Background: an optimization exercise with open tools, aiming at small area and a short achievable clock period. Do not read the settings as production practice. Function was checked by simulation only, so behaviour that the tests miss may differ from the original. No run shown here takes its clock network from TritonCTS; it comes from the design's own scripts or RTL. The clock port is modelled as an ideal driver, which makes a skipped or thinned clock tree look cheaper than it is; a real chip needs a root buffer or a tree. Power is estimated from default activity; no workload was simulated.

### design/flow/flow/run.sh
#!/bin/bash
# The standard ORFS layout (standard.sh), with these changes:
#  - each logic gate of the synthesised netlist starts at its cell's smallest
#    drive strength (flow/downsize.tcl, the floorplan step's PRE hook);
#  - the port buffers that buffer_ports inserts are the smallest buffer,
#    sky130_fd_sc_hd__buf_1 (repair may still resize them);
#  - the clock tree is built by flow/cts_tree.tcl, run as the CTS step's
#    PRE hook: two balanced levels of inverters (4 driven by the clock port,
#    then leaves over k-means clusters of the flip-flops), in place of
#    clock_tree_synthesis; the same hook makes each output port's buffer a
#    buf_2 and keeps it and the flip-flop driving it out of timing repair
#    (set_dont_touch). The rest of the CTS step (legalisation, timing
#    repair) and all other steps are ORFS's own.
# ORFS writes each tool's log under orfs/logs/; make's output goes to
# standard_flow.log here.
set -euo pipefail
export BUFFER_PORTS_ARGS="-buffer_cell sky130_fd_sc_hd__buf_1"
export PRE_FLOORPLAN_TCL=$PWD/flow/downsize.tcl
export PRE_CTS_TCL=$PWD/flow/cts_tree.tcl
bash standard.sh "$@" > standard_flow.log 2>&1
### design/flow/flow/cts_tree.tcl
# Clock tree of two levels, built in place of clock_tree_synthesis (sourced as
# the CTS step's PRE hook, PRE_CTS_TCL):
# clka -> K1 root cells -> K2 leaf cells -> flip-flops.
# Leaves cluster the flip-flops by position (k-means), roots cluster the leaves.
# The cells are buffers or inverters; with inverters at both levels the
# flip-flops still see clka's rising edge, after two short stages.
proc tree_kmeans {pts K iters} {
  # pts: list of {x y}; returns list of assignments and centroids
  set n [llength $pts]
  set sorted [lsort -real -index 0 $pts]
  set cents {}
  for {set k 0} {$k < $K} {incr k} {
    # init: spread along a serpentine of x-sorted points
    lappend cents [lindex $sorted [expr {int(($k + 0.5) * $n / $K)}]]
  }
  for {set it 0} {$it < $iters} {incr it} {
    set asg {}
    set sx [lrepeat $K 0.0]; set sy [lrepeat $K 0.0]; set sc [lrepeat $K 0]
    foreach p $pts {
      lassign $p x y
      set best 0; set bd 1e18
      for {set k 0} {$k < $K} {incr k} {
        lassign [lindex $cents $k] kx ky
        set d [expr {hypot($x - $kx, $y - $ky)}]
        if {$d < $bd} { set bd $d; set best $k }
      }
      lappend asg $best
      lset sx $best [expr {[lindex $sx $best] + $x}]
      lset sy $best [expr {[lindex $sy $best] + $y}]
      lset sc $best [expr {[lindex $sc $best] + 1}]
    }
    for {set k 0} {$k < $K} {incr k} {
      if {[lindex $sc $k] > 0} {
        lset cents $k [list [expr {[lindex $sx $k] / [lindex $sc $k]}] [expr {[lindex $sy $k] / [lindex $sc $k]}]]
      }
    }
  }
  return [list $asg $cents $sc]
}

proc cell_output {inst} {
  foreach it [$inst getITerms] {
    if {[$it isOutputSignal]} { return $it }
  }
  error "no output on [$inst getName]"
}

proc build_clock_tree {clk_name K1 K2 root_cell leaf_cell} {
  set block [ord::get_db_block]
  set db [ord::get_db]
  set clknet [$block findNet $clk_name]
  set sinks {}
  set pts {}
  foreach it [$clknet getITerms] {
    set inst [$it getInst]
    set bb [$inst getBBox]
    lappend sinks $it
    lappend pts [list [expr {([$bb xMin] + [$bb xMax]) / 2.0}] [expr {([$bb yMin] + [$bb yMax]) / 2.0}]]
  }
  lassign [tree_kmeans $pts $K2 40] asg2 cents2 sc2
  puts "clock tree: [llength $sinks] sinks, leaf clusters $sc2"
  lassign [tree_kmeans $cents2 $K1 40] asg1 cents1 sc1
  puts "clock tree: root clusters $sc1"
  set rmaster [$db findMaster $root_cell]
  set lmaster [$db findMaster $leaf_cell]
  for {set k 0} {$k < $K1} {incr k} {
    set inst [odb::dbInst_create $block $rmaster "clkroot_$k"]
    lassign [lindex $cents1 $k] x y
    $inst setLocation [expr {int($x)}] [expr {int($y)}]
    $inst setPlacementStatus PLACED
    set net [odb::dbNet_create $block "clknet_root_$k"]
    $net setSigType CLOCK
    [$inst findITerm A] connect $clknet
    [cell_output $inst] connect $net
    set rnet($k) $net
  }
  for {set k 0} {$k < $K2} {incr k} {
    set inst [odb::dbInst_create $block $lmaster "clkleaf_$k"]
    lassign [lindex $cents2 $k] x y
    $inst setLocation [expr {int($x)}] [expr {int($y)}]
    $inst setPlacementStatus PLACED
    set net [odb::dbNet_create $block "clknet_leaf_$k"]
    $net setSigType CLOCK
    [$inst findITerm A] connect $rnet([lindex $asg1 $k])
    [cell_output $inst] connect $net
    set lnet($k) $net
  }
  set i 0
  foreach it $sinks {
    $it disconnect
    $it connect $lnet([lindex $asg2 $i])
    incr i
  }
}

proc fix_output_drivers {buf_cell} {
  set block [ord::get_db_block]
  set master [[ord::get_db] findMaster $buf_cell]
  set nb 0; set nf 0; set keep {}
  foreach bt [$block getBTerms] {
    if {[$bt getIoType] ne "OUTPUT"} { continue }
    set net [$bt getNet]
    foreach it [$net getITerms] {
      if {![$it isOutputSignal]} { continue }
      set inst [$it getInst]
      if {[string match "*buf*" [[$inst getMaster] getName]]} {
        $inst swapMaster $master
        lappend keep [$inst getName]
        incr nb
        set in [[$inst findITerm A] getNet]
        foreach it2 [$in getITerms] {
          if {[$it2 isOutputSignal] && [string match "*df*" [[[$it2 getInst] getMaster] getName]]} {
            lappend keep [[$it2 getInst] getName]
            incr nf
          }
        }
      }
    }
  }
  # power and ground pins of the new masters (before set_dont_touch, which
  # global_connect would skip)
  global_connect
  foreach name $keep { set_dont_touch [get_cells $name] }
  puts "output drivers: $nb buffers made $buf_cell, $nf flip-flops kept"
}

build_clock_tree clka 4 16 sky130_fd_sc_hd__inv_16 sky130_fd_sc_hd__clkinv_8
fix_output_drivers sky130_fd_sc_hd__buf_2
# The tree is built: the flow's own clock tree synthesis is not run, nor
# repair_clock_inverters (it would clone the tree's inverters next to each
# flip-flop).
proc clock_tree_synthesis {args} { puts "clock_tree_synthesis skipped: clock tree built by cts_tree.tcl" }
proc repair_clock_inverters {args} { puts "repair_clock_inverters skipped: clock tree built by cts_tree.tcl" }
### design/flow/flow/downsize.tcl
# Sourced as the floorplan step's PRE hook (PRE_FLOORPLAN_TCL): every logic
# gate of the synthesised netlist (not the flip-flops) is set to the smallest
# drive strength of its cell; the flow's timing repair then sizes up the gates
# on critical paths. Technology mapping, run on small modules, otherwise
# picks larger strengths than the design needs.
proc downsize_gates {} {
  set db [ord::get_db]
  set block [ord::get_db_block]
  set smallest [dict create]
  foreach lib [$db getLibs] {
    foreach m [$lib getMasters] {
      set name [$m getName]
      if {![regexp {^(sky130_fd_sc_hd__[a-z0-9]+)_([0-9]+)$} $name -> base size]} { continue }
      if {[dict exists $smallest $base]} {
        lassign [dict get $smallest $base] s0 m0
        if {$size < $s0} { dict set smallest $base [list $size $m] }
      } else {
        dict set smallest $base [list $size $m]
      }
    }
  }
  set n 0
  foreach inst [$block getInsts] {
    set name [[$inst getMaster] getName]
    if {![regexp {^(sky130_fd_sc_hd__([a-z0-9]+))_([0-9]+)$} $name -> base short size]} { continue }
    if {[regexp {^(df|edf|sdf|dl|sdl|einv|ebuf|conb|tap|fill|decap|diode)} $short]} { continue }
    lassign [dict get $smallest $base] s0 m0
    if {$s0 < $size} {
      $inst swapMaster $m0
      incr n
    }
  }
  puts "downsize_gates: $n gates set to their smallest strength"
}
downsize_gates
### design/flow/standard.sh
#!/bin/bash
# synth_recipe.tcl (not shown) runs the flow's synth.tcl, then flattens the netlist and writes it again
# the make line also repeats each setting of config.mk as NAME=value (left out here)
make -C /OpenROAD-flow-scripts/flow DESIGN_CONFIG=/design/flow/config.mk WORK_HOME=/design/flow/orfs CLKGATE_MAP_FILE= SYNTH_SCRIPT=/design/flow/synth_recipe.tcl "${@:-finish}"
### design/flow/config.mk
export PLATFORM = sky130hd
export DESIGN_NAME = atto
export DESIGN_NICKNAME = atto
export VERILOG_FILES = /design/flow/design.v
export SDC_FILE = /design/flow/constraint.sdc
export NUM_CORES = 4
export LEC_CHECK = 0
export CAP_MARGIN = 20
export CORE_MARGIN = 2
export CORE_UTILIZATION = 50
export SETUP_SLACK_MARGIN = 1.65
export SLEW_MARGIN = 20
export SYNTH_HIERARCHICAL = 1
export SYNTH_MINIMUM_KEEP_SIZE = 0
### design/flow/constraint.sdc
create_clock -name core_clock -period 3.2 [get_ports {clka}]
set_input_delay 0.6400 -clock core_clock [delete_from_list [all_inputs] [get_ports {clka}]]
set_output_delay 0.6400 -clock core_clock [all_outputs]
set_load 0.01 [all_outputs]
### design/flow/design.v
module g_inv   (input wire a, output wire y);                 assign y = ~a;                 endmodule
module g_nand2 (input wire a, b, output wire y);              assign y = ~(a & b);           endmodule
module g_nand3 (input wire a, b, c, output wire y);           assign y = ~(a & b & c);       endmodule
module g_nand4 (input wire a, b, c, d, output wire y);        assign y = ~(a & b & c & d);   endmodule
module g_nor2  (input wire a, b, output wire y);              assign y = ~(a | b);           endmodule
module g_nor3  (input wire a, b, c, output wire y);           assign y = ~(a | b | c);       endmodule
module g_nor2b (input wire a, b_n, output wire y);            assign y = ~(a | ~b_n);        endmodule
module g_nand2b (input wire a_n, b, output wire y);           assign y = ~(~a_n & b);        endmodule
module g_mux2i (input wire a0, a1, s, output wire y);         assign y = ~(s ? a1 : a0);     endmodule
module g_and2  (input wire a, b, output wire y);              assign y = a & b;              endmodule
module g_or2   (input wire a, b, output wire y);              assign y = a | b;              endmodule
module g_a222oi (input wire a1, a2, b1, b2, c1, c2, output wire y);
  assign y = ~((a1 & a2) | (b1 & b2) | (c1 & c2));
endmodule
module g_buf   (input wire a, output wire y);                 assign y = a;                  endmodule
module g_and3  (input wire a, b, c, output wire y);           assign y = a & b & c;          endmodule
module g_and4  (input wire a, b, c, d, output wire y);        assign y = a & b & c & d;      endmodule
module g_a22oi (input wire a1, a2, b1, b2, output wire y);    assign y = ~((a1 & a2) | (b1 & b2)); endmodule
module accept_pos (
    input  wire [1:0] pair,
    input  wire       expected,
    output wire       y            
  );
  wire u_n, v_n;
  g_nand2b g_un (.a_n(pair[1]), .b(pair[0]), .y(u_n));    
  g_nand2b g_vn (.a_n(pair[0]), .b(pair[1]), .y(v_n));    
  g_mux2i  g_y  (.a0(v_n), .a1(u_n), .s(expected), .y(y));
endmodule
module accept_neg (
    input  wire [1:0] pair,
    input  wire       expected,
    output wire       y            
  );
  wire u, v;
  g_nor2b  g_u  (.a(pair[1]), .b_n(pair[0]), .y(u));      
  g_nor2b  g_v  (.a(pair[0]), .b_n(pair[1]), .y(v));      
  g_mux2i  g_y  (.a0(v), .a1(u), .s(expected), .y(y));
endmodule
module pair_eq #(parameter [1:0] V = 2'b00) (
    input  wire [1:0] f,
    output wire       m
  );
  generate
    if (V == 2'b11) begin : v11
      g_and2   g_m (.a(f[0]), .b(f[1]), .y(m));
    end else if (V == 2'b10) begin : v10
      g_nor2b  g_m (.a(f[0]), .b_n(f[1]), .y(m));
    end else if (V == 2'b01) begin : v01
      g_nor2b  g_m (.a(f[1]), .b_n(f[0]), .y(m));
    end else begin : v00
      g_nor2   g_m (.a(f[0]), .b(f[1]), .y(m));
    end
  endgenerate
endmodule
module pair_ne #(parameter [1:0] V = 2'b00) (
    input  wire [1:0] f,
    output wire       m_n
  );
  generate
    if (V == 2'b11) begin : v11
      g_nand2  g_m (.a(f[0]), .b(f[1]), .y(m_n));
    end else if (V == 2'b10) begin : v10
      g_nand2b g_m (.a_n(f[0]), .b(f[1]), .y(m_n));
    end else if (V == 2'b01) begin : v01
      g_nand2b g_m (.a_n(f[1]), .b(f[0]), .y(m_n));
    end else begin : v00
      g_or2    g_m (.a(f[0]), .b(f[1]), .y(m_n));
    end
  endgenerate
endmodule
module hit_pos #(parameter [3:0] V = 4'd2) (
    input  wire [3:0] f,
    output wire       y
  );
  generate
    if (V[3:2] == 2'b00 && V[1:0] == 2'b00) begin : both00
      wire lo_n;
      g_or2  g_lo (.a(f[0]), .b(f[1]), .y(lo_n));
      g_nor3 g_y  (.a(lo_n), .b(f[2]), .c(f[3]), .y(y));
    end else if (V[3:2] == 2'b00) begin : hi00
      wire lo_n;
      pair_ne #(.V(V[1:0])) m_lo (.f(f[1:0]), .m_n(lo_n));
      g_nor3 g_y (.a(lo_n), .b(f[2]), .c(f[3]), .y(y));
    end else if (V[1:0] == 2'b00) begin : lo00
      wire hi_n;
      pair_ne #(.V(V[3:2])) m_hi (.f(f[3:2]), .m_n(hi_n));
      g_nor3 g_y (.a(hi_n), .b(f[0]), .c(f[1]), .y(y));
    end else begin : none00
      wire lo_n, hi_n;
      pair_ne #(.V(V[1:0])) m_lo (.f(f[1:0]), .m_n(lo_n));
      pair_ne #(.V(V[3:2])) m_hi (.f(f[3:2]), .m_n(hi_n));
      g_nor2 g_y (.a(lo_n), .b(hi_n), .y(y));
    end
  endgenerate
endmodule
module hit_neg #(parameter [3:0] V = 4'd2) (
    input  wire [3:0] f,
    output wire       y
  );
  wire lo, hi;
  pair_eq #(.V(V[1:0])) m_lo (.f(f[1:0]), .m(lo));
  pair_eq #(.V(V[3:2])) m_hi (.f(f[3:2]), .m(hi));
  g_nand2 g_y (.a(lo), .b(hi), .y(y));
endmodule
module arb_products #(parameter X_LOCAL = 2, parameter Y_LOCAL = 2) (
    input  wire [1:0] north_pair, east_pair, pe_pair,
    input  wire       north_exp,  east_exp,  pe_exp,
    input  wire [7:0] north_dest, east_dest, pe_dest,
    output wire [28:0] p_n
  );
  wire ae_n_0;
  wire ae_n_1;
  wire ae_0;
  wire ae_1;
  wire ae_2;
  wire an_n_0;
  wire an_0;
  wire an_1;
  wire an_2;
  wire ap_n_0;
  wire ap_0;
  wire ap_1;
  wire ap_2;
  wire ex_n_0;
  wire ex_n_1;
  wire ex_0;
  wire ex_1;
  wire ey_n_0;
  wire ey_n_1;
  wire ey_0;
  wire nx_n_0;
  wire nx_n_1;
  wire nx_0;
  wire ny_n_0;
  wire ny_n_1;
  wire ny_0;
  wire px_n_0;
  wire py_0;
  wire w1;
  wire w2;
  wire w3;
  wire w4;
  wire w5;
  wire w6;
  wire w7;
  wire w8;
  wire w9;
  wire w10;
  wire w11;
  wire w12;
  wire w13;
  wire w14;
  wire w15;
  wire w16;
  wire w17;
  wire w18;
  wire w19;
  wire w20;
  wire w21;
  wire w22;
  wire w23;
  wire w24;
  wire w25;
  wire w26;
  wire w27;
  wire w28;
  wire w29;
  wire w30;
  wire w31;
  wire w32;
  wire w33;
  wire w34;
  wire w35;
  wire w36;
  wire w37;
  wire w38;
  wire w39;
  wire w40;
  wire w41;
  wire w42;
  wire w43;
  accept_neg d_ae_n_0 (.pair(east_pair), .expected(east_exp), .y(ae_n_0));
  accept_neg d_ae_n_1 (.pair(east_pair), .expected(east_exp), .y(ae_n_1));
  accept_pos d_ae_0 (.pair(east_pair), .expected(east_exp), .y(ae_0));
  accept_pos d_ae_1 (.pair(east_pair), .expected(east_exp), .y(ae_1));
  accept_pos d_ae_2 (.pair(east_pair), .expected(east_exp), .y(ae_2));
  accept_neg d_an_n_0 (.pair(north_pair), .expected(north_exp), .y(an_n_0));
  accept_pos d_an_0 (.pair(north_pair), .expected(north_exp), .y(an_0));
  accept_pos d_an_1 (.pair(north_pair), .expected(north_exp), .y(an_1));
  accept_pos d_an_2 (.pair(north_pair), .expected(north_exp), .y(an_2));
  accept_neg d_ap_n_0 (.pair(pe_pair), .expected(pe_exp), .y(ap_n_0));
  accept_pos d_ap_0 (.pair(pe_pair), .expected(pe_exp), .y(ap_0));
  accept_pos d_ap_1 (.pair(pe_pair), .expected(pe_exp), .y(ap_1));
  accept_pos d_ap_2 (.pair(pe_pair), .expected(pe_exp), .y(ap_2));
  hit_neg #(.V(X_LOCAL)) d_ex_n_0 (.f(east_dest[7:4]), .y(ex_n_0));
  hit_neg #(.V(X_LOCAL)) d_ex_n_1 (.f(east_dest[7:4]), .y(ex_n_1));
  hit_pos #(.V(X_LOCAL)) d_ex_0 (.f(east_dest[7:4]), .y(ex_0));
  hit_pos #(.V(X_LOCAL)) d_ex_1 (.f(east_dest[7:4]), .y(ex_1));
  hit_neg #(.V(Y_LOCAL)) d_ey_n_0 (.f(east_dest[3:0]), .y(ey_n_0));
  hit_neg #(.V(Y_LOCAL)) d_ey_n_1 (.f(east_dest[3:0]), .y(ey_n_1));
  hit_pos #(.V(Y_LOCAL)) d_ey_0 (.f(east_dest[3:0]), .y(ey_0));
  hit_neg #(.V(X_LOCAL)) d_nx_n_0 (.f(north_dest[7:4]), .y(nx_n_0));
  hit_neg #(.V(X_LOCAL)) d_nx_n_1 (.f(north_dest[7:4]), .y(nx_n_1));
  hit_pos #(.V(X_LOCAL)) d_nx_0 (.f(north_dest[7:4]), .y(nx_0));
  hit_neg #(.V(Y_LOCAL)) d_ny_n_0 (.f(north_dest[3:0]), .y(ny_n_0));
  hit_neg #(.V(Y_LOCAL)) d_ny_n_1 (.f(north_dest[3:0]), .y(ny_n_1));
  hit_pos #(.V(Y_LOCAL)) d_ny_0 (.f(north_dest[3:0]), .y(ny_0));
  hit_neg #(.V(X_LOCAL)) d_px_n_0 (.f(pe_dest[7:4]), .y(px_n_0));
  hit_pos #(.V(Y_LOCAL)) d_py_0 (.f(pe_dest[3:0]), .y(py_0));
  g_nand4 g1 (an_0, ae_0, ex_n_0, ey_n_0, w1);
  g_nand4 g2 (an_1, ae_n_0, nx_0, ny_n_0, w2);
  g_nand4 g3 (an_2, ae_1, nx_n_0, ex_n_1, w3);
  g_nand4 g4 (an_0, ae_2, ap_n_0, ex_n_0, w4);
  g_nor2 g5 (ny_0, ey_n_1, w5);
  g_nand4 g6 (an_1, ae_0, ap_0, w5, w6);
  g_nor3 g7 (nx_n_1, ex_n_1, ey_n_0, w7);
  g_nand4 g8 (an_2, ae_1, ap_1, w7, w8);
  g_nand4 g9 (ae_2, ny_n_1, ex_0, ey_n_1, w9);
  g_nand4 g10 (ae_0, nx_n_0, ex_1, ey_n_0, w10);
  g_nand4 g11 (ae_1, ap_n_0, ex_0, ey_n_1, w11);
  g_nand4 g12 (an_n_0, ae_2, ex_1, ey_n_0, w12);
  g_nand4 g13 (an_0, ae_n_1, ap_2, nx_n_1, w13);
  g_nand4 g14 (an_n_0, ae_0, ap_0, ex_n_0, w14);
  g_nor2 g15 (nx_n_0, ny_n_0, w15);
  g_nor2 g16 (ex_0, ey_n_1, w16);
  g_nand4 g17 (ae_1, ap_1, w15, w16, w17);
  g_nor2 g18 (nx_0, ny_n_1, w18);
  g_nor2 g19 (ex_n_1, ey_n_0, w19);
  g_nand4 g20 (an_1, ap_2, w18, w19, w20);
  g_nor2 g21 (px_n_0, py_0, w21);
  g_nand4 g22 (an_n_0, ae_n_0, ap_0, w21, w22);
  g_nand3 g23 (an_2, ae_n_1, nx_n_1, w23);
  g_nor3 g24 (ny_0, ex_n_0, ey_0, w24);
  g_nand3 g25 (an_0, ae_2, w24, w25);
  g_nand4 g26 (an_1, ae_0, ap_n_0, ex_1, w26);
  g_nand4 g27 (an_2, nx_n_0, ny_0, ex_0, w27);
  g_nand2 g28 (ae_1, ex_n_1, w28);
  g_nand4 g29 (an_n_0, ae_n_0, ap_1, px_n_0, w29);
  g_nor3 g30 (ny_0, ex_n_0, ey_n_1, w30);
  g_nand3 g31 (ae_2, ap_2, w30, w31);
  g_nand4 g32 (an_0, ae_n_1, ap_0, nx_0, w32);
  g_nand4 g33 (an_n_0, ae_0, ap_1, ex_1, w33);
  g_nor3 g34 (nx_n_1, ny_n_0, ex_n_1, w34);
  g_nand3 g35 (an_1, ap_2, w34, w35);
  g_nand4 g36 (an_2, ae_n_0, nx_0, ny_0, w36);
  g_nor2 g37 (nx_n_0, ny_n_1, w37);
  g_nor2 g38 (ex_n_0, ey_0, w38);
  g_nand4 g39 (an_0, ap_0, w37, w38, w39);
  g_nor2 g40 (nx_n_1, ny_n_0, w40);
  g_nor2 g41 (ex_0, ey_n_0, w41);
  g_nand4 g42 (an_1, ap_1, w40, w41, w42);
  g_nand3 g43 (ae_1, ex_1, ey_0, w43);
  assign p_n[0] = w1;
  assign p_n[1] = w2;
  assign p_n[2] = w3;
  assign p_n[3] = w4;
  assign p_n[4] = w6;
  assign p_n[5] = w8;
  assign p_n[6] = w9;
  assign p_n[7] = w10;
  assign p_n[8] = w11;
  assign p_n[9] = w12;
  assign p_n[10] = w13;
  assign p_n[11] = w14;
  assign p_n[12] = w17;
  assign p_n[13] = w20;
  assign p_n[14] = w22;
  assign p_n[15] = w23;
  assign p_n[16] = w25;
  assign p_n[17] = w26;
  assign p_n[18] = w27;
  assign p_n[19] = w28;
  assign p_n[20] = w29;
  assign p_n[21] = w31;
  assign p_n[22] = w32;
  assign p_n[23] = w33;
  assign p_n[24] = w35;
  assign p_n[25] = w36;
  assign p_n[26] = w39;
  assign p_n[27] = w42;
  assign p_n[28] = w43;
endmodule
module arb_selects (
    input  wire [28:0] p_n,
    output wire [2:0] south_n, south_e, south_p, west_n, west_e, west_p, pe_n, pe_e, south_hold, west_hold, pe_hold
  );
  wire v1;
  wire v2;
  wire v3;
  wire v4;
  wire v5;
  wire v6;
  wire v7;
  wire v8;
  wire v9;
  wire v10;
  wire v11;
  wire v12;
  wire v13;
  wire v14;
  wire v15;
  wire v16;
  wire v17;
  wire v18;
  wire v19;
  wire v20;
  wire v21;
  wire v22;
  wire v23;
  wire v24;
  wire v25;
  wire v26;
  wire v27;
  wire v28;
  wire v29;
  wire v30;
  wire v31;
  wire v32;
  wire v33;
  wire v34;
  wire v35;
  wire v36;
  wire v37;
  wire v38;
  wire v39;
  wire v40;
  wire v41;
  wire v42;
  wire v43;
  wire v44;
  wire v45;
  wire v46;
  wire v47;
  wire v48;
  wire v49;
  wire v50;
  g_and3 h1 (p_n[0], p_n[1], p_n[2], v1);
  g_and3 h2 (p_n[3], p_n[4], p_n[5], v2);
  g_nand2 h3 (v1, v2, v3);
  g_nand2 h4 (v1, v2, v4);
  g_nand2 h5 (v1, v2, v5);
  g_nand4 h6 (p_n[6], p_n[7], p_n[8], p_n[9], v6);
  g_nand4 h7 (p_n[6], p_n[7], p_n[8], p_n[9], v7);
  g_nand4 h8 (p_n[6], p_n[7], p_n[8], p_n[9], v8);
  g_and3 h9 (p_n[10], p_n[11], p_n[12], v9);
  g_and2 h10 (p_n[13], p_n[14], v10);
  g_nand2 h11 (v9, v10, v11);
  g_nand2 h12 (v9, v10, v12);
  g_nand2 h13 (v9, v10, v13);
  g_nand4 h14 (p_n[15], p_n[16], p_n[17], p_n[18], v14);
  g_nand4 h15 (p_n[15], p_n[16], p_n[17], p_n[18], v15);
  g_nand4 h16 (p_n[15], p_n[16], p_n[17], p_n[18], v16);
  g_inv h17 (p_n[19], v17);
  g_inv h18 (p_n[19], v18);
  g_inv h19 (p_n[19], v19);
  g_and3 h20 (p_n[20], p_n[21], p_n[22], v20);
  g_and2 h21 (p_n[23], p_n[24], v21);
  g_nand2 h22 (v20, v21, v22);
  g_nand2 h23 (v20, v21, v23);
  g_nand2 h24 (v20, v21, v24);
  g_nand3 h25 (p_n[25], p_n[26], p_n[27], v25);
  g_nand3 h26 (p_n[25], p_n[26], p_n[27], v26);
  g_nand3 h27 (p_n[25], p_n[26], p_n[27], v27);
  g_inv h28 (p_n[28], v28);
  g_inv h29 (p_n[28], v29);
  g_inv h30 (p_n[28], v30);
  g_and4 h31 (p_n[0], p_n[1], p_n[2], p_n[3], v31);
  g_and4 h32 (p_n[4], p_n[5], p_n[6], p_n[7], v32);
  g_and4 h33 (p_n[8], p_n[9], p_n[10], p_n[11], v33);
  g_and3 h34 (p_n[12], p_n[13], p_n[14], v34);
  g_nand2 h35 (v31, v32, v35);
  g_nand2 h36 (v33, v34, v36);
  g_nor2 h37 (v35, v36, v37);
  g_nor2 h38 (v35, v36, v38);
  g_nor2 h39 (v35, v36, v39);
  g_nand4 h40 (p_n[15], p_n[16], p_n[17], p_n[18], v40);
  g_nand4 h41 (p_n[19], p_n[20], p_n[21], p_n[22], v41);
  g_nand2 h42 (p_n[23], p_n[24], v42);
  g_nor3 h43 (v40, v41, v42, v43);
  g_nor3 h44 (v40, v41, v42, v44);
  g_nor3 h45 (v40, v41, v42, v45);
  g_nand2 h46 (p_n[25], p_n[26], v46);
  g_nand2 h47 (p_n[27], p_n[28], v47);
  g_nor2 h48 (v46, v47, v48);
  g_nor2 h49 (v46, v47, v49);
  g_nor2 h50 (v46, v47, v50);
  assign south_n = {v5, v4, v3};
  assign south_e = {v8, v7, v6};
  assign south_p = {v13, v12, v11};
  assign west_n = {v16, v15, v14};
  assign west_e = {v19, v18, v17};
  assign west_p = {v24, v23, v22};
  assign pe_n = {v27, v26, v25};
  assign pe_e = {v30, v29, v28};
  assign south_hold = {v39, v38, v37};
  assign west_hold = {v45, v44, v43};
  assign pe_hold = {v50, v49, v48};
endmodule
module out_next3 #(parameter W = 48, parameter K = 3) (
    input  wire [W-1:0] a, b, c, q,
    input  wire [K-1:0] sa, sb, sc, hold,
    output wire [W-1:0] d
  );
  genvar i;
  generate
    for (i = 0; i < W; i = i + 1) begin : bit_
      wire y1, y2;
      localparam k = i * K / W;
      g_a22oi g_ab (.a1(sa[k]), .a2(a[i]), .b1(sb[k]), .b2(b[i]), .y(y1));
      g_a22oi g_cq (.a1(sc[k]), .a2(c[i]), .b1(hold[k]), .b2(q[i]), .y(y2));
      g_nand2 g_d  (.a(y1), .b(y2), .y(d[i]));
    end
  endgenerate
endmodule
module out_next2 #(parameter W = 40, parameter K = 3) (
    input  wire [W-1:0] a, b, q,
    input  wire [K-1:0] sa, sb, hold,
    output wire [W-1:0] d
  );
  genvar i;
  generate
    for (i = 0; i < W; i = i + 1) begin : bit_
      wire y1, y2;
      localparam k = i * K / W;
      g_a22oi g_ab (.a1(sa[k]), .a2(a[i]), .b1(sb[k]), .b2(b[i]), .y(y1));
      g_nand2 g_q  (.a(hold[k]), .b(q[i]), .y(y2));
      g_nand2 g_d  (.a(y1), .b(y2), .y(d[i]));
    end
  endgenerate
endmodule
module atto #(parameter X_LOCAL = 2, parameter Y_LOCAL = 2)
  (
    input   wire clka,
    input   wire rsta,
      input wire [47:0] north_channel_din,
      input wire [1:0]  north_diff_pair_din,
      input wire [47:0] east_channel_din,
      input wire [1:0]  east_diff_pair_din,
      input wire [47:0] pe_channel_din,
      input wire [1:0]  pe_diff_pair_din,
      output wire [47:0]  south_channel_dout,
      output wire [1:0]   south_diff_pair_dout,
      output wire [47:0]  west_channel_dout,
      output wire [1:0]   west_diff_pair_dout,
      output wire [39:0]  pe_channel_dout,
      output wire [1:0]   pe_diff_pair_dout,
      output wire         r2pe_ack_dout
  );
reg  n_exp, e_exp, p_exp;
wire an = (north_diff_pair_din[1] ^ n_exp) & ~(north_diff_pair_din[0] ^ n_exp);
wire ae = (east_diff_pair_din[1]  ^ e_exp) & ~(east_diff_pair_din[0]  ^ e_exp);
wire ap = (pe_diff_pair_din[1]    ^ p_exp) & ~(pe_diff_pair_din[0]    ^ p_exp);
always @(posedge clka)
  if (rsta)
    begin
      n_exp <= 1'b1;
      e_exp <= 1'b1;
      p_exp <= 1'b1;
    end
  else
    begin
      n_exp <= n_exp ^ an;
      e_exp <= e_exp ^ ae;
      p_exp <= p_exp ^ ap;
    end
wire [28:0] prod_n;
arb_products #(.X_LOCAL(X_LOCAL), .Y_LOCAL(Y_LOCAL)) products (
    .north_pair(north_diff_pair_din), .east_pair(east_diff_pair_din), .pe_pair(pe_diff_pair_din),
    .north_exp(n_exp), .east_exp(e_exp), .pe_exp(p_exp),
    .north_dest(north_channel_din[47:40]), .east_dest(east_channel_din[47:40]),
    .pe_dest(pe_channel_din[47:40]),
    .p_n(prod_n)
  );
reg [47:0] n_flit, e_flit, p_flit;
reg [28:0] prod_n_q;
always @(posedge clka)
  begin
    n_flit   <= north_channel_din;
    e_flit   <= east_channel_din;
    p_flit   <= pe_channel_din;
    prod_n_q <= prod_n;
  end
wire [2:0] sn, se, sp, wn, we, wp, pn, pe, s_hold, w_hold, p_hold;
arb_selects selects (
    .p_n(prod_n_q),
    .south_n(sn), .south_e(se), .south_p(sp),
    .west_n(wn),  .west_e(we),  .west_p(wp),
    .pe_n(pn),    .pe_e(pe),
    .south_hold(s_hold), .west_hold(w_hold), .pe_hold(p_hold)
  );
reg [47:0] s_q, w_q;
reg [39:0] p_q;
reg        ack_q;
reg [1:0]  s_dp, w_dp, p_dp;
wire [47:0] s_d, w_d;
wire [39:0] p_d;
wire        ack_d;
out_next3 #(.W(48)) s_next (.a(n_flit), .b(e_flit), .c(p_flit), .q(s_q),
                            .sa(sn), .sb(se), .sc(sp), .hold(s_hold), .d(s_d));
out_next3 #(.W(48)) w_next (.a(n_flit), .b(e_flit), .c(p_flit), .q(w_q),
                            .sa(wn), .sb(we), .sc(wp), .hold(w_hold), .d(w_d));
out_next2 #(.W(40)) p_next (.a(n_flit[39:0]), .b(e_flit[39:0]), .q(p_q),
                            .sa(pn), .sb(pe), .hold(p_hold), .d(p_d));
wire p_ack = sp[0] | wp[0];
out_next2 #(.W(1), .K(1)) a_next (.a(p_ack), .b(p_ack), .q(ack_q),
                            .sa(pn[0]), .sb(pe[0]), .hold(p_hold[0]), .d(ack_d));
always @(posedge clka)
  begin
    s_q   <= s_d;
    w_q   <= w_d;
    p_q   <= p_d;
    ack_q <= ack_d;
  end
always @(posedge clka)
  if (rsta)
    begin
      s_dp <= 2'b10;
      w_dp <= 2'b10;
      p_dp <= 2'b10;
    end
  else
    begin
      s_dp <= s_dp ^ {2{~s_hold[0]}};
      w_dp <= w_dp ^ {2{~w_hold[0]}};
      p_dp <= p_dp ^ {2{~p_hold[0]}};
    end
assign south_channel_dout   = s_q;
assign south_diff_pair_dout = s_dp;
assign west_channel_dout    = w_q;
assign west_diff_pair_dout  = w_dp;
assign pe_channel_dout      = p_q;
assign pe_diff_pair_dout    = p_dp;
assign r2pe_ack_dout        = ack_q;
endmodule
==> results.sh, run 1 <==
export IMPL_wl_per_cell_um=19.0
export IMPL_grt_max_degree=26
export IMPL_min_to="p_q[4]$_DFF_P_"
export IMPL_relSlewSlack_pct=52.6
export IMPL_ir_worst_vdd_uv=342
export IMPL_finalSetupViolCount=0
export IMPL_hold_path_depth=2
export IMPL_holdBufCountCts=0
export IMPL_critical_path_endpoint_type="flop"
export IMPL_dr_total_vias=8359
export IMPL_layout_drive_gt1_share_pct=18.7
export IMPL_antenna_found_initial=6
export IMPL_overflow=0
export IMPL_clk_pin_slew_ps=80
export IMPL_setup_tns_final_ps=0
export IMPL_cp_slowest_stage_delay_ps=350
export IMPL_dieHeight_um=147
export IMPL_drv_slew=0
export IMPL_worstHoldPathType="reg2reg"
export IMPL_required_ps=3220
export IMPL_cp_max_fo=17
export IMPL_placed_cell_area_sq_um=11500
export IMPL_rsz0062_at_grt="yes"
export IMPL_path_buf_inv=0
export IMPL_dp_slack_ps=1350
export IMPL_fmax_mhz=629
export IMPL_core_area_sq_um=20100
export IMPL_grt_pass1_vias=7903
export IMPL_hold_viol=0
export IMPL_rows=52
export IMPL_dieWidth_um=147
export IMPL_fin_nets=1417
export IMPL_dp_hpwl_um=20300
export IMPL_worst_path_max_delay_cell="dfxtp_1"
export IMPL_status="no timing/DRC/antenna violations"
export IMPL_cpLargestDelayFamily="simple AND/OR/NAND/NOR gates"
export IMPL_dp_cells=1500
export IMPL_antenna_left=0
export IMPL_grt_pass1_wl_um=44200
export IMPL_p_leak_nw=5.51
export IMPL_path_cells="and3_1 > nand2_2 > or2_0 > a22oi_1 > nand2_1"
export IMPL_synth_warnings=7
export IMPL_final_cells=1537
export IMPL_synth_cells=989
export IMPL_vias_per_cell=5.44
export IMPL_io_buffers=294
export IMPL_finalCriticalPeriod_ps=1590
export IMPL_ff2ff_setup_slack_ps=1610
export IMPL_reg2reg_to="ack_q$_DFF_P_"
export IMPL_synth_net_count=1141
export IMPL_grt_util_all_layers_pct=25.7
export IMPL_cp_start_kind="flop"
export IMPL_ioPinCount=295
export IMPL_clk_latency_ps=150
export IMPL_cellPowerDensity_nw_per_um2=657
export IMPL_worstRegToRegCells=5
export IMPL_dieArea_sq_um=21500
export IMPL_final_util_pct=61.5
export IMPL_start_util_pct=50.5
export IMPL_worst_pin_slew_ps=710
export IMPL_gp_congestion=0.853
export IMPL_fin_crit_sh_pct=49.7
export IMPL_wl_um=29200
export IMPL_setup_ws_ps=1610
export IMPL_finalInstanceArea_sq_um=12400
export IMPL_drt_initial_drc_count=526
export IMPL_setup_worst_path_class="reg2reg"
export IMPL_timing_rr_start="prod_n_q[20]$_DFF_P_"
export IMPL_dr_pass1_iters=5
export IMPL_maxCapViolations=0
export IMPL_drc=0
export IMPL_hp_start="p_q[4]$_DFF_P_"
export IMPL_crit_arrival_ps=1610
export IMPL_fin_skew_ps=54.0
## worst reg2reg max path, delay by kind of cell (launching register included)
kind             cells  cell delay, ps
AND/OR/NAND/NOR      4             980
flip-flops           1             350
AO/OA/AOI/OAI        1             180
## how the worst max path moves through the flow
stage | startpoint | end | slack (ps) | depth (start not counted)
2_1_floorplan | prod_n_q[8]$_DFF_P_ | s_dp[1]$_SDFF_PP1_ | 1720 | 6
3_3_place_gp | east_diff_pair_din[0] | prod_n_q[17]$_DFF_P_ | 1390 | 4
3_5_place_dp | prod_n_q[20]$_DFF_P_ | ack_q$_DFF_P_ | 1350 | 5
4_1_cts | prod_n_q[12]$_DFF_P_ | ack_q$_DFF_P_ | 1510 | 5
5_1_grt | prod_n_q[20]$_DFF_P_ | ack_q$_DFF_P_ | 1490 | 5
6_report | prod_n_q[20]$_DFF_P_ | ack_q$_DFF_P_ | 1610 | 5
## metrics by stage
step | hold WS (ps) | total power [mW]
after global routing | 457 | 8.53
final | 432 | 8.11
after detailed placement | 428 | 6.34
after global placement | 424 | 6.32
after floorplan | 444 | 5.65
after CTS | 424 | 7.83
## metal layers
metal  wire (um)  global-route usage (%)  up-vias
met5          23                       0        -
met4         909                    7.28        4
met3        2320                    4.59       65
met2       13500                    42.3      349
met1       12500                    35.1     3876
li1            -                       -     4065
## where the power goes
part           internal, mW  switching, mW
combinational         0.688          0.944
sequential             4.50          0.294
clock                 0.312           1.38
total                  5.50           2.61
## area by class of cell
cell class                 count  area, sq um
sequential                   319         6390
inverter                      26          363
multi-input combinational    601         3750
fill                        1801         7740
timing repair buffer         317         1510
tap                          270          338
antenna                        4         10.0
## state kept, by name, summed over array words and instances, names as in the netlist, named ones only
name and flops:
n_flit 48, p_dp 2, p_q 40, w_dp 2, s_q 48, ack_q 1, w_q 48, s_dp 2
p_flit 48, prod_n_q 29, e_flit 48
## placed cells by master (no fill, tap or decap), types with 8 or more instances in the layout
master	count
buf_4	19
clkinv_8	16
nand4_1	31
nor2_1	28
buf_2	153
nor2b_1	16
nand2_2	11
buf_1	141
a22oi_1	233
dfxtp_1	319
nand2b_1	28
mux2i_4	8
nor3_2	8
nand2_1	191
## timing repair
item | in CTS | in global routing
setup buffers | 8 | 5
gates resized for setup | 52 | 7
setup endpoints to repair | 152 | 81
pin swaps | 4 | 4
==> run 2: changes to the inputs <==
--- a/design/flow/design.v
+++ b/design/flow/design.v
@@ -108,3 +108,3 @@
     input  wire [7:0] north_dest, east_dest, pe_dest,
-    output wire [28:0] p_n
+    output wire [32:0] p_n
   );
@@ -116,2 +116,3 @@
   wire an_n_0;
+  wire an_n_1;
   wire an_0;
@@ -137,2 +138,3 @@
   wire px_n_0;
+  wire px_0;
   wire py_0;
@@ -181,2 +183,6 @@
   wire w43;
+  wire w44;
+  wire w45;
+  wire w46;
+  wire w47;
   accept_neg d_ae_n_0 (.pair(east_pair), .expected(east_exp), .y(ae_n_0));
@@ -187,2 +193,3 @@
   accept_neg d_an_n_0 (.pair(north_pair), .expected(north_exp), .y(an_n_0));
+  accept_neg d_an_n_1 (.pair(north_pair), .expected(north_exp), .y(an_n_1));
   accept_pos d_an_0 (.pair(north_pair), .expected(north_exp), .y(an_0));
@@ -208,2 +215,3 @@
   hit_neg #(.V(X_LOCAL)) d_px_n_0 (.f(pe_dest[7:4]), .y(px_n_0));
+  hit_pos #(.V(X_LOCAL)) d_px_0 (.f(pe_dest[7:4]), .y(px_0));
   hit_pos #(.V(Y_LOCAL)) d_py_0 (.f(pe_dest[3:0]), .y(py_0));
@@ -222,3 +230,3 @@
   g_nand4 g13 (an_0, ae_n_1, ap_2, nx_n_1, w13);
-  g_nand4 g14 (an_n_0, ae_0, ap_0, ex_n_0, w14);
+  g_nand4 g14 (an_n_1, ae_0, ap_0, ex_n_0, w14);
   g_nor2 g15 (nx_n_0, ny_n_0, w15);
@@ -237,3 +245,3 @@
   g_nand2 g28 (ae_1, ex_n_1, w28);
-  g_nand4 g29 (an_n_0, ae_n_0, ap_1, px_n_0, w29);
+  g_nand4 g29 (an_n_1, ae_n_0, ap_1, px_n_0, w29);
   g_nor3 g30 (ny_0, ex_n_0, ey_n_1, w30);
@@ -252,2 +260,6 @@
   g_nand3 g43 (ae_1, ex_1, ey_0, w43);
+  g_nand3 g44 (an_n_1, ae_n_1, ap_n_0, w44);
+  g_nand3 g45 (ae_n_0, ap_n_0, nx_0, w45);
+  g_nand3 g46 (an_n_0, ap_n_0, ex_0, w46);
+  g_nand3 g47 (an_n_1, ae_n_1, px_0, w47);
   assign p_n[0] = w1;
@@ -281,6 +293,10 @@
   assign p_n[28] = w43;
+  assign p_n[29] = w44;
+  assign p_n[30] = w45;
+  assign p_n[31] = w46;
+  assign p_n[32] = w47;
 endmodule
 module arb_selects (
-    input  wire [28:0] p_n,
-    output wire [2:0] south_n, south_e, south_p, west_n, west_e, west_p, pe_n, pe_e, south_hold, west_hold, pe_hold
+    input  wire [32:0] p_n,
+    output wire [3:0] south_n, south_e, south_p, west_n, west_e, west_p, pe_n, pe_e, south_hold, west_hold, pe_hold
   );
@@ -336,2 +352,10 @@
   wire v50;
+  wire v51;
+  wire v52;
+  wire v53;
+  wire v54;
+  wire v55;
+  wire v56;
+  wire v57;
+  wire v58;
   g_and3 h1 (p_n[0], p_n[1], p_n[2], v1);
@@ -341,58 +365,66 @@
   g_nand2 h5 (v1, v2, v5);
-  g_nand4 h6 (p_n[6], p_n[7], p_n[8], p_n[9], v6);
+  g_nand2 h6 (v1, v2, v6);
   g_nand4 h7 (p_n[6], p_n[7], p_n[8], p_n[9], v7);
   g_nand4 h8 (p_n[6], p_n[7], p_n[8], p_n[9], v8);
-  g_and3 h9 (p_n[10], p_n[11], p_n[12], v9);
-  g_and2 h10 (p_n[13], p_n[14], v10);
-  g_nand2 h11 (v9, v10, v11);
-  g_nand2 h12 (v9, v10, v12);
-  g_nand2 h13 (v9, v10, v13);
-  g_nand4 h14 (p_n[15], p_n[16], p_n[17], p_n[18], v14);
-  g_nand4 h15 (p_n[15], p_n[16], p_n[17], p_n[18], v15);
-  g_nand4 h16 (p_n[15], p_n[16], p_n[17], p_n[18], v16);
-  g_inv h17 (p_n[19], v17);
-  g_inv h18 (p_n[19], v18);
-  g_inv h19 (p_n[19], v19);
-  g_and3 h20 (p_n[20], p_n[21], p_n[22], v20);
-  g_and2 h21 (p_n[23], p_n[24], v21);
-  g_nand2 h22 (v20, v21, v22);
-  g_nand2 h23 (v20, v21, v23);
-  g_nand2 h24 (v20, v21, v24);
-  g_nand3 h25 (p_n[25], p_n[26], p_n[27], v25);
-  g_nand3 h26 (p_n[25], p_n[26], p_n[27], v26);
-  g_nand3 h27 (p_n[25], p_n[26], p_n[27], v27);
-  g_inv h28 (p_n[28], v28);
-  g_inv h29 (p_n[28], v29);
-  g_inv h30 (p_n[28], v30);
-  g_and4 h31 (p_n[0], p_n[1], p_n[2], p_n[3], v31);
-  g_and4 h32 (p_n[4], p_n[5], p_n[6], p_n[7], v32);
-  g_and4 h33 (p_n[8], p_n[9], p_n[10], p_n[11], v33);
-  g_and3 h34 (p_n[12], p_n[13], p_n[14], v34);
-  g_nand2 h35 (v31, v32, v35);
-  g_nand2 h36 (v33, v34, v36);
-  g_nor2 h37 (v35, v36, v37);
-  g_nor2 h38 (v35, v36, v38);
-  g_nor2 h39 (v35, v36, v39);
-  g_nand4 h40 (p_n[15], p_n[16], p_n[17], p_n[18], v40);
-  g_nand4 h41 (p_n[19], p_n[20], p_n[21], p_n[22], v41);
-  g_nand2 h42 (p_n[23], p_n[24], v42);
-  g_nor3 h43 (v40, v41, v42, v43);
-  g_nor3 h44 (v40, v41, v42, v44);
-  g_nor3 h45 (v40, v41, v42, v45);
-  g_nand2 h46 (p_n[25], p_n[26], v46);
-  g_nand2 h47 (p_n[27], p_n[28], v47);
-  g_nor2 h48 (v46, v47, v48);
-  g_nor2 h49 (v46, v47, v49);
-  g_nor2 h50 (v46, v47, v50);
-  assign south_n = {v5, v4, v3};
-  assign south_e = {v8, v7, v6};
-  assign south_p = {v13, v12, v11};
-  assign west_n = {v16, v15, v14};
-  assign west_e = {v19, v18, v17};
-  assign west_p = {v24, v23, v22};
-  assign pe_n = {v27, v26, v25};
-  assign pe_e = {v30, v29, v28};
-  assign south_hold = {v39, v38, v37};
-  assign west_hold = {v45, v44, v43};
-  assign pe_hold = {v50, v49, v48};
+  g_nand4 h9 (p_n[6], p_n[7], p_n[8], p_n[9], v9);
+  g_nand4 h10 (p_n[6], p_n[7], p_n[8], p_n[9], v10);
+  g_and3 h11 (p_n[10], p_n[11], p_n[12], v11);
+  g_and2 h12 (p_n[13], p_n[14], v12);
+  g_nand2 h13 (v11, v12, v13);
+  g_nand2 h14 (v11, v12, v14);
+  g_nand2 h15 (v11, v12, v15);
+  g_nand2 h16 (v11, v12, v16);
+  g_nand4 h17 (p_n[15], p_n[16], p_n[17], p_n[18], v17);
+  g_nand4 h18 (p_n[15], p_n[16], p_n[17], p_n[18], v18);
+  g_nand4 h19 (p_n[15], p_n[16], p_n[17], p_n[18], v19);
+  g_nand4 h20 (p_n[15], p_n[16], p_n[17], p_n[18], v20);
+  g_inv h21 (p_n[19], v21);
+  g_inv h22 (p_n[19], v22);
+  g_inv h23 (p_n[19], v23);
+  g_inv h24 (p_n[19], v24);
+  g_and3 h25 (p_n[20], p_n[21], p_n[22], v25);
+  g_and2 h26 (p_n[23], p_n[24], v26);
+  g_nand2 h27 (v25, v26, v27);
+  g_nand2 h28 (v25, v26, v28);
+  g_nand2 h29 (v25, v26, v29);
+  g_nand2 h30 (v25, v26, v30);
+  g_nand3 h31 (p_n[25], p_n[26], p_n[27], v31);
+  g_nand3 h32 (p_n[25], p_n[26], p_n[27], v32);
+  g_nand3 h33 (p_n[25], p_n[26], p_n[27], v33);
+  g_nand3 h34 (p_n[25], p_n[26], p_n[27], v34);
+  g_inv h35 (p_n[28], v35);
+  g_inv h36 (p_n[28], v36);
+  g_inv h37 (p_n[28], v37);
+  g_inv h38 (p_n[28], v38);
+  g_and4 h39 (p_n[0], p_n[1], p_n[2], p_n[3], v39);
+  g_and4 h40 (p_n[4], p_n[5], p_n[6], p_n[7], v40);
+  g_and4 h41 (p_n[8], p_n[9], p_n[10], p_n[11], v41);
+  g_and3 h42 (p_n[12], p_n[13], p_n[14], v42);
+  g_nand2 h43 (v39, v40, v43);
+  g_nand2 h44 (v41, v42, v44);
+  g_nor2 h45 (v43, v44, v45);
+  g_nor2 h46 (v43, v44, v46);
+  g_nor2 h47 (v43, v44, v47);
+  g_nor2 h48 (v43, v44, v48);
+  g_nand4 h49 (p_n[29], p_n[30], p_n[31], p_n[32], v49);
+  g_nand4 h50 (p_n[29], p_n[30], p_n[31], p_n[32], v50);
+  g_nand4 h51 (p_n[29], p_n[30], p_n[31], p_n[32], v51);
+  g_nand4 h52 (p_n[29], p_n[30], p_n[31], p_n[32], v52);
+  g_nand2 h53 (p_n[25], p_n[26], v53);
+  g_nand2 h54 (p_n[27], p_n[28], v54);
+  g_nor2 h55 (v53, v54, v55);
+  g_nor2 h56 (v53, v54, v56);
+  g_nor2 h57 (v53, v54, v57);
+  g_nor2 h58 (v53, v54, v58);
+  assign south_n = {v6, v5, v4, v3};
+  assign south_e = {v10, v9, v8, v7};
+  assign south_p = {v16, v15, v14, v13};
+  assign west_n = {v20, v19, v18, v17};
+  assign west_e = {v24, v23, v22, v21};
+  assign west_p = {v30, v29, v28, v27};
+  assign pe_n = {v34, v33, v32, v31};
+  assign pe_e = {v38, v37, v36, v35};
+  assign south_hold = {v48, v47, v46, v45};
+  assign west_hold = {v52, v51, v50, v49};
+  assign pe_hold = {v58, v57, v56, v55};
 endmodule
@@ -465,3 +497,3 @@
     end
-wire [28:0] prod_n;
+wire [32:0] prod_n;
 arb_products #(.X_LOCAL(X_LOCAL), .Y_LOCAL(Y_LOCAL)) products (
@@ -474,3 +506,4 @@
 reg [47:0] n_flit, e_flit, p_flit;
-reg [28:0] prod_n_q;
+reg [32:0] prod_n_q;
+reg        p_ack;
 always @(posedge clka)
@@ -481,4 +514,5 @@
     prod_n_q <= prod_n;
+    p_ack    <= ap;
   end
-wire [2:0] sn, se, sp, wn, we, wp, pn, pe, s_hold, w_hold, p_hold;
+wire [3:0] sn, se, sp, wn, we, wp, pn, pe, s_hold, w_hold, p_hold;
 arb_selects selects (
@@ -497,9 +531,8 @@
 wire        ack_d;
-out_next3 #(.W(48)) s_next (.a(n_flit), .b(e_flit), .c(p_flit), .q(s_q),
+out_next3 #(.W(48), .K(4)) s_next (.a(n_flit), .b(e_flit), .c(p_flit), .q(s_q),
                             .sa(sn), .sb(se), .sc(sp), .hold(s_hold), .d(s_d));
-out_next3 #(.W(48)) w_next (.a(n_flit), .b(e_flit), .c(p_flit), .q(w_q),
+out_next3 #(.W(48), .K(4)) w_next (.a(n_flit), .b(e_flit), .c(p_flit), .q(w_q),
                             .sa(wn), .sb(we), .sc(wp), .hold(w_hold), .d(w_d));
-out_next2 #(.W(40)) p_next (.a(n_flit[39:0]), .b(e_flit[39:0]), .q(p_q),
+out_next2 #(.W(40), .K(4)) p_next (.a(n_flit[39:0]), .b(e_flit[39:0]), .q(p_q),
                             .sa(pn), .sb(pe), .hold(p_hold), .d(p_d));
-wire p_ack = sp[0] | wp[0];
 out_next2 #(.W(1), .K(1)) a_next (.a(p_ack), .b(p_ack), .q(ack_q),
--- a/design/flow/config.mk
+++ b/design/flow/config.mk
@@ -10,3 +10,3 @@
 export CORE_UTILIZATION = 50
-export SETUP_SLACK_MARGIN = 1.65
+export SETUP_SLACK_MARGIN = 1.78
 export SLEW_MARGIN = 20
==> run 2 against run 1 <==
  * Sequential share of layout area fell by 2.2 points
  * Sequential power increased by 1%
  * Utilization grew 3.0 points
  * Flip-flop and latch count increased by 5
  * Combinational power up 2%
  * Synthesized cell count is 3.8% higher
  * Largest cell class unchanged
==> results.sh, run 2 <==
export IMPL_synth_cells=1027
export IMPL_rsz0062_at_grt="yes"
export IMPL_fin_crit_sh_pct=43.7
export IMPL_clk_latency_ps=140
export IMPL_drt_initial_drc_count=647
export IMPL_seqPwrFrac_pct=59.1
export IMPL_drc=0
export IMPL_dr_total_vias=8551
export IMPL_fmax_mhz=715
export IMPL_worstHoldPathType="reg2reg"
export IMPL_hold_viol=0
export IMPL_relSlewSlack_pct=64.2
export IMPL_ioPinCount=295
export IMPL_clk_pin_slew_ps=80
export IMPL_finalCriticalPeriod_ps=1400
export IMPL_grt_util_all_layers_pct=25.6
export IMPL_power_switching_mw=2.63
export IMPL_worstSetupStartpoint="prod_n_q[4]$_DFF_P_"
export IMPL_status="no timing/DRC/antenna violations"
export IMPL_dp_slack_ps=1360
export IMPL_final_cells=1560
export IMPL_setup_ws_ps=1800
export IMPL_overflow=0
export IMPL_swShare_pct=32.0
export IMPL_gp_congestion=0.873
export IMPL_layout_common_cells="dfxtp_1 (313), a22oi_1 (233), nand2_1 (181), buf_2 (150), buf_1 (132)"
export IMPL_p_leak_nw=5.92
export IMPL_cp_start_kind="flop"
export IMPL_synth_net_count=1179
export IMPL_layout_drive_gt1_share_pct=25.0
export IMPL_finalSetupViolCount=0
export IMPL_setup_tns_final_ps=0
export IMPL_setup_worst_path_class="reg2reg"
export IMPL_cellPowerDensity_nw_per_um2=626
export IMPL_crit_arrival_ps=1410
export IMPL_cp_max_fo=12
export IMPL_dp_cells=1517
export IMPL_timing_rr_start="prod_n_q[4]$_DFF_P_"
export IMPL_dieArea_sq_um=22000
export IMPL_vias_per_cell=5.48
export IMPL_core_area_sq_um=20400
export IMPL_fin_skew_ps=36.2
export IMPL_antenna_found_initial=0
export IMPL_worst_pin_slew_ps=537
export IMPL_synth_warnings=7
export IMPL_wl_per_cell_um=18.9
export IMPL_dieHeight_um=148
export IMPL_dieWidth_um=148
export IMPL_maxCapViolations=0
export IMPL_layout_commonest_cell="dfxtp_1"
export IMPL_intPower_mw=5.59
export IMPL_fin_nets=1442
export IMPL_hp_start="p_q[16]$_DFF_P_"
export IMPL_start_util_pct=51.1
export IMPL_final_util_pct=64.5
export IMPL_clock_power_share_pct=20.6
export IMPL_dr_pass1_iters=5
export IMPL_ir_worst_vdd_uv=307
export IMPL_rows=52
export IMPL_fin_total_pwr_mw=8.22
export IMPL_grt_max_degree=30
export IMPL_drv_slew=0
export IMPL_grt_pass1_vias=8212
export IMPL_dp_hpwl_um=20400
export IMPL_holdBufCountCts=0
export IMPL_p_comb_share_pct=20.3
export IMPL_antenna_left=0
export IMPL_required_ps=3210
export IMPL_grt_pass1_wl_um=45100
export IMPL_wl_um=29500
export IMPL_io_buffers=294
export IMPL_critical_path_endpoint_type="flop"
[run 2: per-layer routing]
layer / share of wire, % / GRT usage, %
met5: 0 / 0
met4: 2.4 / 5.48
met3: 7.3 / 2.67
met2: 49 / 44.4
met1: 42 / 34.8
[run 2: worst paths after layout]
| path | endpoint | slack (ps) | cells past startpoint |
|---|---|---|---|
| min | p_q[16]$_DFF_P_ | 430 | 2 |
| min reg2reg | p_q[16]$_DFF_P_ | 430 | 2 |
| max | s_q[1]$_DFF_P_ | 1800 | 4 |
| max reg2reg | s_q[1]$_DFF_P_ | 1800 | 4 |
[run 2: critical path, cell delays in order (launching register included)]
cell and delay (ps):
dfxtp_1 360, and3_1 290, nand2_2 270, a22oi_1 270, nand2_1 70
[run 2: power groups by stage]
| stage | Combinational (mW) | Clock, mW | Sequential (mW) |
|---|---|---|---|
| floorplan | 0.603 | 0 | 5.10 |
| global placement | 1.38 | 0 | 4.94 |
| detailed placement | 1.41 | 0 | 4.94 |
| CTS | 1.65 | 1.33 | 4.95 |
| global route | 1.83 | 1.90 | 4.92 |
| finish | 1.67 | 1.70 | 4.85 |
[run 2: layout make-up]
type / instances / area, sq um
antenna: 2 / 5.00
sequential: 324 / 6500
multi-input combinational: 617 / 4300
timing repair buffer: 319 / 1620
tap: 270 / 338
fill: 1725 / 7230
inverter: 28 / 370
[run 2: timing repair]
item                       4_1_cts  5_1_grt
resized for setup              169       40
pin swaps                       34        0
gates cloned                     0        1
setup endpoints to repair      170      154
buffers inserted                17        3
[run 2: through the flow]
| stage | hold WS [ps] | cell area [sq um] |
|---|---|---|
| floorplan | 443 | 10400 |
| CTS | 424 | 13000 |
| global route | 449 | 13100 |
| detailed placement | 429 | 11600 |
| global placement | 422 | 11600 |
| finish | 431 | 13100 |
==> run 3: changes to the inputs <==
--- a/design/flow/design.v
+++ b/design/flow/design.v
@@ -18,22 +18,2 @@
 module g_a22oi (input wire a1, a2, b1, b2, output wire y);    assign y = ~((a1 & a2) | (b1 & b2)); endmodule
-module accept_pos (
-    input  wire [1:0] pair,
-    input  wire       expected,
-    output wire       y            
-  );
-  wire u_n, v_n;
-  g_nand2b g_un (.a_n(pair[1]), .b(pair[0]), .y(u_n));    
-  g_nand2b g_vn (.a_n(pair[0]), .b(pair[1]), .y(v_n));    
-  g_mux2i  g_y  (.a0(v_n), .a1(u_n), .s(expected), .y(y));
-endmodule
-module accept_neg (
-    input  wire [1:0] pair,
-    input  wire       expected,
-    output wire       y            
-  );
-  wire u, v;
-  g_nor2b  g_u  (.a(pair[1]), .b_n(pair[0]), .y(u));      
-  g_nor2b  g_v  (.a(pair[0]), .b_n(pair[1]), .y(v));      
-  g_mux2i  g_y  (.a0(v), .a1(u), .s(expected), .y(y));
-endmodule
 module pair_eq #(parameter [1:0] V = 2'b00) (
@@ -104,2 +84,11 @@
 endmodule
+module accept_pre (
+    input  wire [1:0] pair,
+    output wire       u, v, u_n, v_n
+  );
+  g_nor2b  g_u  (.a(pair[1]), .b_n(pair[0]), .y(u));      
+  g_nor2b  g_v  (.a(pair[0]), .b_n(pair[1]), .y(v));      
+  g_nand2b g_un (.a_n(pair[1]), .b(pair[0]), .y(u_n));    
+  g_nand2b g_vn (.a_n(pair[0]), .b(pair[1]), .y(v_n));    
+endmodule
 module arb_products #(parameter X_LOCAL = 2, parameter Y_LOCAL = 2) (
@@ -111,2 +100,6 @@
   wire ae_n_0;
+  wire east_u;
+  wire east_v;
+  wire east_u_n;
+  wire east_v_n;
   wire ae_n_1;
@@ -116,2 +109,6 @@
   wire an_n_0;
+  wire north_u;
+  wire north_v;
+  wire north_u_n;
+  wire north_v_n;
   wire an_n_1;
@@ -121,2 +118,6 @@
   wire ap_n_0;
+  wire pe_u;
+  wire pe_v;
+  wire pe_u_n;
+  wire pe_v_n;
   wire ap_0;
@@ -187,16 +188,19 @@
   wire w47;
-  accept_neg d_ae_n_0 (.pair(east_pair), .expected(east_exp), .y(ae_n_0));
-  accept_neg d_ae_n_1 (.pair(east_pair), .expected(east_exp), .y(ae_n_1));
-  accept_pos d_ae_0 (.pair(east_pair), .expected(east_exp), .y(ae_0));
-  accept_pos d_ae_1 (.pair(east_pair), .expected(east_exp), .y(ae_1));
-  accept_pos d_ae_2 (.pair(east_pair), .expected(east_exp), .y(ae_2));
-  accept_neg d_an_n_0 (.pair(north_pair), .expected(north_exp), .y(an_n_0));
-  accept_neg d_an_n_1 (.pair(north_pair), .expected(north_exp), .y(an_n_1));
-  accept_pos d_an_0 (.pair(north_pair), .expected(north_exp), .y(an_0));
-  accept_pos d_an_1 (.pair(north_pair), .expected(north_exp), .y(an_1));
-  accept_pos d_an_2 (.pair(north_pair), .expected(north_exp), .y(an_2));
-  accept_neg d_ap_n_0 (.pair(pe_pair), .expected(pe_exp), .y(ap_n_0));
-  accept_pos d_ap_0 (.pair(pe_pair), .expected(pe_exp), .y(ap_0));
-  accept_pos d_ap_1 (.pair(pe_pair), .expected(pe_exp), .y(ap_1));
-  accept_pos d_ap_2 (.pair(pe_pair), .expected(pe_exp), .y(ap_2));
+  accept_pre d_east_pre (.pair(east_pair), .u(east_u), .v(east_v), .u_n(east_u_n), .v_n(east_v_n));
+  g_mux2i d_ae_n_0 (.a0(east_v), .a1(east_u), .s(east_exp), .y(ae_n_0));    
+  g_mux2i d_ae_n_1 (.a0(east_v), .a1(east_u), .s(east_exp), .y(ae_n_1));    
+  g_mux2i d_ae_0 (.a0(east_v_n), .a1(east_u_n), .s(east_exp), .y(ae_0));    
+  g_mux2i d_ae_1 (.a0(east_v_n), .a1(east_u_n), .s(east_exp), .y(ae_1));    
+  g_mux2i d_ae_2 (.a0(east_v_n), .a1(east_u_n), .s(east_exp), .y(ae_2));    
+  accept_pre d_north_pre (.pair(north_pair), .u(north_u), .v(north_v), .u_n(north_u_n), .v_n(north_v_n));
+  g_mux2i d_an_n_0 (.a0(north_v), .a1(north_u), .s(north_exp), .y(an_n_0));    
+  g_mux2i d_an_n_1 (.a0(north_v), .a1(north_u), .s(north_exp), .y(an_n_1));    
+  g_mux2i d_an_0 (.a0(north_v_n), .a1(north_u_n), .s(north_exp), .y(an_0));    
+  g_mux2i d_an_1 (.a0(north_v_n), .a1(north_u_n), .s(north_exp), .y(an_1));    
+  g_mux2i d_an_2 (.a0(north_v_n), .a1(north_u_n), .s(north_exp), .y(an_2));    
+  accept_pre d_pe_pre (.pair(pe_pair), .u(pe_u), .v(pe_v), .u_n(pe_u_n), .v_n(pe_v_n));
+  g_mux2i d_ap_n_0 (.a0(pe_v), .a1(pe_u), .s(pe_exp), .y(ap_n_0));    
+  g_mux2i d_ap_0 (.a0(pe_v_n), .a1(pe_u_n), .s(pe_exp), .y(ap_0));    
+  g_mux2i d_ap_1 (.a0(pe_v_n), .a1(pe_u_n), .s(pe_exp), .y(ap_1));    
+  g_mux2i d_ap_2 (.a0(pe_v_n), .a1(pe_u_n), .s(pe_exp), .y(ap_2));    
   hit_neg #(.V(X_LOCAL)) d_ex_n_0 (.f(east_dest[7:4]), .y(ex_n_0));
==> run 3 against run 2 <==
  * Still clean on timing, DRC and antenna
  * Sequential power about the same
  * Maximum frequency increased by 0.19%
  * Cell count fell by 0.90%
  * Wire length is 0.59% lower
  * Critical path type unchanged
  * Largest cell class unchanged
  * Largest power group unchanged
==> results.sh, run 3 <==
export IMPL_status="no timing/DRC/antenna violations"
export IMPL_grt_pass1_vias=8114
export IMPL_start_util_pct=51.0
export IMPL_dr_total_vias=8539
export IMPL_highest_layer="met4"
export IMPL_critical_path_endpoint_type="flop"
export IMPL_grt_util_all_layers_pct=25.3
export IMPL_setup_tns_final_ps=0
export IMPL_synth_warnings=7
export IMPL_dieArea_sq_um=21800
export IMPL_antenna_left=0
export IMPL_wl_per_cell_um=18.9
export IMPL_clk_latency_ps=130
export IMPL_wl_um=29300
export IMPL_holdBufCountCts=0
export IMPL_fin_total_pwr_mw=8.18
export IMPL_final_util_pct=64.0
export IMPL_maxCapViolations=0
export IMPL_drv_slew=0
export IMPL_crit_arrival_ps=1420
export IMPL_vias_per_cell=5.52
export IMPL_layout_commonest_cell="dfxtp_1"
export IMPL_ir_worst_vdd_uv=311
export IMPL_cellPowerDensity_nw_per_um2=632
export IMPL_drt_initial_drc_count=656
export IMPL_worst_pin_slew_ps=564
export IMPL_worstHoldPathType="reg2reg"
export IMPL_wirelength_met1_um=12400
export IMPL_worstSetupStartpoint="prod_n_q[1]$_DFF_P_"
export IMPL_layout_drive_gt1_share_pct=24.3
export IMPL_setup_worst_path_class="reg2reg"
export IMPL_synth_net_count=1163
export IMPL_clk_pin_slew_ps=80
export IMPL_grt_pass1_wl_um=44300
export IMPL_rsz0062_at_grt="yes"
export IMPL_wl_met3_um=2050
export IMPL_overflow=0
export IMPL_grt_max_degree=30
export IMPL_timing_rr_start="prod_n_q[1]$_DFF_P_"
export IMPL_layout_common_cells="dfxtp_1 (313), a22oi_1 (233), nand2_1 (181), buf_2 (149), buf_1 (132)"
export IMPL_ioPinCount=295
export IMPL_fin_nets=1429
export IMPL_required_ps=3220
export IMPL_finalSetupViolCount=0
export IMPL_rows=52
export IMPL_gp_congestion=0.825
export IMPL_fin_crit_sh_pct=43.6
export IMPL_hold_viol=0
export IMPL_finalCriticalPeriod_ps=1400
export IMPL_dr_pass1_iters=5
export IMPL_cp_start_kind="flop"
export IMPL_core_area_sq_um=20200
export IMPL_io_buffers=294
export IMPL_cp_max_fo=12
export IMPL_fmax_mhz=716
export IMPL_fin_skew_ps=31.0
export IMPL_fillers=1755
export IMPL_synth_cells=1011
export IMPL_met2_length_um=14200
export IMPL_dieWidth_um=148
export IMPL_antenna_found_initial=0
export IMPL_dieHeight_um=148
export IMPL_dp_hpwl_um=20300
export IMPL_relSlewSlack_pct=62.3
export IMPL_p_leak_nw=5.84
export IMPL_hp_start="p_q[6]$_DFF_P_"
export IMPL_drc=0
==> run 3: layout make-up <==
class / count / area [sq um] / share of cell area, %
multi-input cells: 601 / 4090 / 31.6
flip-flops and latches: 324 / 6500 / 50.3
repair buffers: 322 / 1640 / 12.7
well taps: 270 / 338 / 2.61
diodes: 1 / 2.50 / 0.0193
inverters: 28 / 370 / 2.86
==> run 3: worst max-delay path, stage by stage, from the launching register on <==
cell	delay (ps)
dfxtp_2	350
and3_1	310
nand2_2	270
a22oi_1	280
nand2_1	70
==> run 3: layer usage <==
metal	GRT usage, %	vias up
met5	0	-
met4	5.48	0
met1	34.5	4041
li1	-	4113
met2	43.5	336
met3	3.18	49
==> run 3: timing repair <==
| item | in CTS | in global routing |
|---|---|---|
| gates cloned | 0 | 1 |
| endpoints found under the hold margin | 0 | 0 |
| gates resized for setup | 146 | 55 |
| pin swaps | 34 | 4 |
| setup buffers | 17 | 6 |
| setup endpoints to repair | 153 | 135 |
==> run 3: worst paths after layout <==
check	end	slack, ps	cells past startpoint
max	s_q[12]$_DFF_P_	1800	4
min	p_q[6]$_DFF_P_	430	2
max reg2reg	s_q[12]$_DFF_P_	1800	4
min reg2reg	p_q[6]$_DFF_P_	430	2
==> run 3: stage by stage <==
| stage | hold WS [ps] | instance area, sq um | setup slack [ps] | std cells |
|---|---|---|---|---|
| after global routing | 448 | 12900 | 1740 | 1545 |
| after global placement | 423 | 11500 | 1360 | 1501 |
| after CTS | 424 | 12700 | 1630 | 1538 |
| final | 434 | 12900 | 1800 | 1546 |
| after detailed placement | 429 | 11500 | 1410 | 1501 |
| after floorplan | 443 | 10300 | 1770 | 1011 |
==> run 3: power by group <==
part	switching (mW)	internal, mW	total [mW]
Sequential	0.294	4.56	4.85
Clock	1.37	0.312	1.68
Combinational	0.943	0.712	1.66

==> static timing again, ports no longer ideal <==
In the flow no input, the clock included, has a driving cell. The finished layouts below were timed again as built, in two steps.
Step 1 sets driving cells, clkbuf_16 on the clock port and buf_2 on the other inputs (assumed; they add their load-dependent delay and slew).
Step 2, shift: input delay + t, output delay - t, t = (earliest + latest rising clock arrival at the registers) / 2. This alone moves slack from input paths to output paths.
Slacks: ideal ports / drivers / drivers and shift; pairs: ideal ports / drivers.
run	shift t [ns]	setup slack, ns	worst setup path at the end	worst slew at a driven data input, ns	pins driven straight from the clock port
run 1	0.317	1.610 / 1.616 / 1.563	input to register	0.09	4
run 2	0.318	1.801 / 1.703 / 1.702	input to register	0.09	4
run 3	0.315	1.804 / 1.723 / 1.701	input to register	0.09	4
After both steps setup and hold are still met in every run listed. The setup slack of run 3, which loses most, moves by -0.081 ns with the drivers and by -0.103 ns with both steps.
